From an optimization exercise on the open Yosys and OpenROAD flow, aimed at small area; shortcuts taken in it are not production practice.
Where RTL was checked, it was by simulation tests only, not by an equivalence proof against the original.
No activity file was given, so power comes from the tool's default toggle rates.

==> inputs of run P <==
// reservation_station
module reservation_station (
    input  wire         clk,
    input  wire         reset,
    input  wire         flush_pipeline,
    input  wire [1:0]   alloc_en,
    input  wire [11:0]  alloc_dst_tag,
    input  wire [11:0]  alloc_src1_tag,
    input  wire [11:0]  alloc_src2_tag,
    input  wire [63:0]  alloc_src1_val,
    input  wire [63:0]  alloc_src2_val,
    input  wire [1:0]   alloc_src1_ready,
    input  wire [1:0]   alloc_src2_ready,
    input  wire [23:0]  alloc_op,
    input  wire [11:0]  alloc_rob_tag,
    input  wire [63:0]  alloc_pc,
    input  wire [63:0]  alloc_imm,
    input  wire [1:0]   cdb_valid,
    input  wire [11:0]  cdb_tag,
    input  wire [63:0]  cdb_value,
    output reg  [1:0]   issue_valid,
    output reg  [23:0]  issue_op,
    output reg  [11:0]  issue_dst_tag,
    output reg  [63:0]  issue_src1_val,
    output reg  [63:0]  issue_src2_val,
    output reg  [11:0]  issue_rob_tag,
    output reg  [63:0]  issue_pc,
    output reg  [63:0]  issue_imm
);
clock: 5.5 ns
lec_check: 0
abc_area: 1
cap_margin: 20
core_margin: 2
core_utilization: 40
place_density: 0.6
slew_margin: 20
standard.sh (not shown) runs the stock make flow with config.mk's settings and CLKGATE_MAP_FILE= SYNTH_SCRIPT=/design/flow/synth_recipe.tcl, a recipe that flattens the netlist after the stock synthesis.
==> flow/flow/run.sh <==
#!/bin/bash
# Own layout flow: the standard flow, except that synthesis maps the
# logic with an area-oriented ABC script and CTS inserts no dummy loads.
set -euo pipefail
W=$PWD
export CUSTOM_ABC_SCRIPT=$W/flow/abc_area_custom.script
export CTS_ARGS="-sink_clustering_enable -repair_clock_nets -dont_use_dummy_load"
make -C "$FLOW_HOME" DESIGN_CONFIG=$W/config.mk WORK_HOME=$W/orfs CLKGATE_MAP_FILE= \
  SYNTH_SCRIPT=$W/flow/synth_custom.tcl synth > $W/synth_custom.log 2>&1
bash standard.sh > $W/standard.log 2>&1
==> flow/flow/abc_area_custom.script <==
strash
dch -f
amap -m
topo
==> flow/flow/synth_custom.tcl <==
# The standard synthesis (synth_recipe.tcl), with one change: ABC maps the
# combinational logic with an area-oriented script (flow/abc_area_custom.script)
# instead of ORFS's. Registers are mapped before ABC runs and are not touched.
proc synth {args} { yosys synth -nofsm -noshare {*}$args }
proc abc {args} {
  set i [lsearch -exact $args -script]
  if { $i >= 0 } { lset args [expr { $i + 1 }] $::env(CUSTOM_ABC_SCRIPT) }
  yosys abc {*}$args
}
source $::env(SCRIPTS_DIR)/synth.tcl
# left out here: clear keep_hierarchy, flatten, clean up, hide names made inside functions, write 1_2_yosys.v
==> run Z (differences from run P) <==
--- a/flow/design.v
+++ b/flow/design.v
@@ -78,20 +78,33 @@
         c_age[0] <= e_age[{1'b0, n_idx[0]}];
         c_age[1] <= e_age[{1'b1, n_idx[1]}];
         c_idx[0] <= n_idx[0];
         c_idx[1] <= n_idx[1];
     end
     wire both_valid = c_valid[0] & c_valid[1];
     wire win_is_1   = both_valid ? !(c_age[0] > c_age[1]) : !c_valid[0];
     wire win_valid  = c_valid[0] | c_valid[1];
-    wire [3:0] i0 = {1'b0, c_idx[0]};
-    wire [3:0] i1 = {1'b1, c_idx[1]};
-    wire [151:0] h0 = {e_op[i0], e_dst[i0], e_s1val[i0], e_s2val[i0], e_rob[i0], e_pc[i0], e_imm[i0]};
-    wire [151:0] h1 = {e_op[i1], e_dst[i1], e_s1val[i1], e_s2val[i1], e_rob[i1], e_pc[i1], e_imm[i1]};
+    wire [151:0] pl [0:N-1];
+    genvar gp;
+    generate
+        for (gp = 0; gp < N; gp = gp + 1) begin : g_pl
+            assign pl[gp] = {e_op[gp], e_dst[gp], e_s1val[gp], e_s2val[gp], e_rob[gp], e_pc[gp], e_imm[gp]};
+        end
+    endgenerate
+    reg [151:0] h0, h1;
+    integer k;
+    always @(*) begin
+        h0 = 152'd0;
+        h1 = 152'd0;
+        for (k = 0; k < 8; k = k + 1) begin
+            h0 = h0 | ({152{c_idx[0] == k}} & pl[k]);
+            h1 = h1 | ({152{c_idx[1] == k}} & pl[8+k]);
+        end
+    end
     wire [151:0] l0 = win_is_1 ? h1 : h0;
     wire [151:0] l1 = win_is_1 ? h0 : h1;
     always @(posedge clk or posedge reset) begin
         if (reset)
             issue_valid <= 2'b0;
         else if (flush_pipeline)
             issue_valid <= 2'b0;
         else
==> flow/flow/run.sh (replaced) <==
#!/bin/bash
# Own layout flow: the standard flow, except that synthesis maps the
# logic with an area-oriented ABC script, ports are buffered with the
# smallest buffer, and CTS uses one clock buffer type, fixed sink clusters
# and no dummy loads.
set -euo pipefail
W=$PWD
export CUSTOM_ABC_SCRIPT=$W/flow/abc_area_custom.script
export BUFFER_PORTS_ARGS="-buffer_cell sky130_fd_sc_hd__buf_1"
export CTS_ARGS="-sink_clustering_enable -repair_clock_nets -dont_use_dummy_load -sink_clustering_size 20 -sink_clustering_max_diameter 90 -buf_list {sky130_fd_sc_hd__clkbuf_16}"
make -C "$FLOW_HOME" DESIGN_CONFIG=$W/config.mk WORK_HOME=$W/orfs CLKGATE_MAP_FILE= \
  SYNTH_SCRIPT=$W/flow/synth_custom.tcl synth > $W/synth_custom.log 2>&1
bash standard.sh > $W/standard.log 2>&1
ABC_AREA = default   (was 1)
==> flow_summary.ini <==
[critical_path]
crit_buf_inv = 9

[final_layout]
fill_cells = 28602
multi_input_area_share_pct = 44.0

[run_status]
outcome = no timing/DRC/antenna violations

[global_route]
grt_pass1_vias = 141349
grt_pass1_wl_mm = 1050
met2_usage_pct = 63.5

[pwr]
leakage_nw = 49.9
pwr-share-seq_pct = 46.6

[die]
nWellTaps = 4100

[logic_synthesis]
syn_avg_cell_area_um2 = 10.0

[clocking]
cts_buffers = 179
the above is filed under run Z

==> flow_summary.ini <==
[global_route]
grt_pass1_vias = 143300

[die]
nWellTaps = 4120

[logic_synthesis]
syn_avg_cell_area_um2 = 9.81

[critical_path]
crit_buf_inv = 10

[pwr]
pwr-share-seq_pct = 43.9

[run_status]
outcome = no timing/DRC/antenna violations

[clocking]
cts_buffers = 323

[final_layout]
multi_input_area_share_pct = 41.8
fill_cells = 28192
the above is filed under run P

Only the layout flow was run in run P; the RTL was not checked for function there.

==> afterwards: timing with drivers on the ports <==
The results above use ideal ports. As a check the final layouts listed here were re-extracted and re-timed, cells and wires unchanged.
Step 1 sets driving cells, clkbuf_16 on the clock port and buf_2 on the other inputs (assumed; they add their load-dependent delay and slew).
Step 2 moves the port delays by t, midway between the first and last clock arrival at a register: inputs arrive t later, outputs are due t later. That takes back most of the time a late clock gives input paths.
Three values: no drivers, after step 1, after step 2; two values: the first two.
run | shift t [ns] | slack for setup (ns) | worst register clock-pin slew, ns
run P | 1.048 | 0.324 / 0.324 / -0.109 | 0.07 / 0.07
run Z | 1.020 | 0.311 / 0.311 / -0.022 | 0.10 / 0.10
With both steps, setup timing fails in run P and run Z, where it was met with ideal ports. The setup slack of run P, which loses most, moves by 0.000 ns with the drivers and by -0.433 ns with both steps.
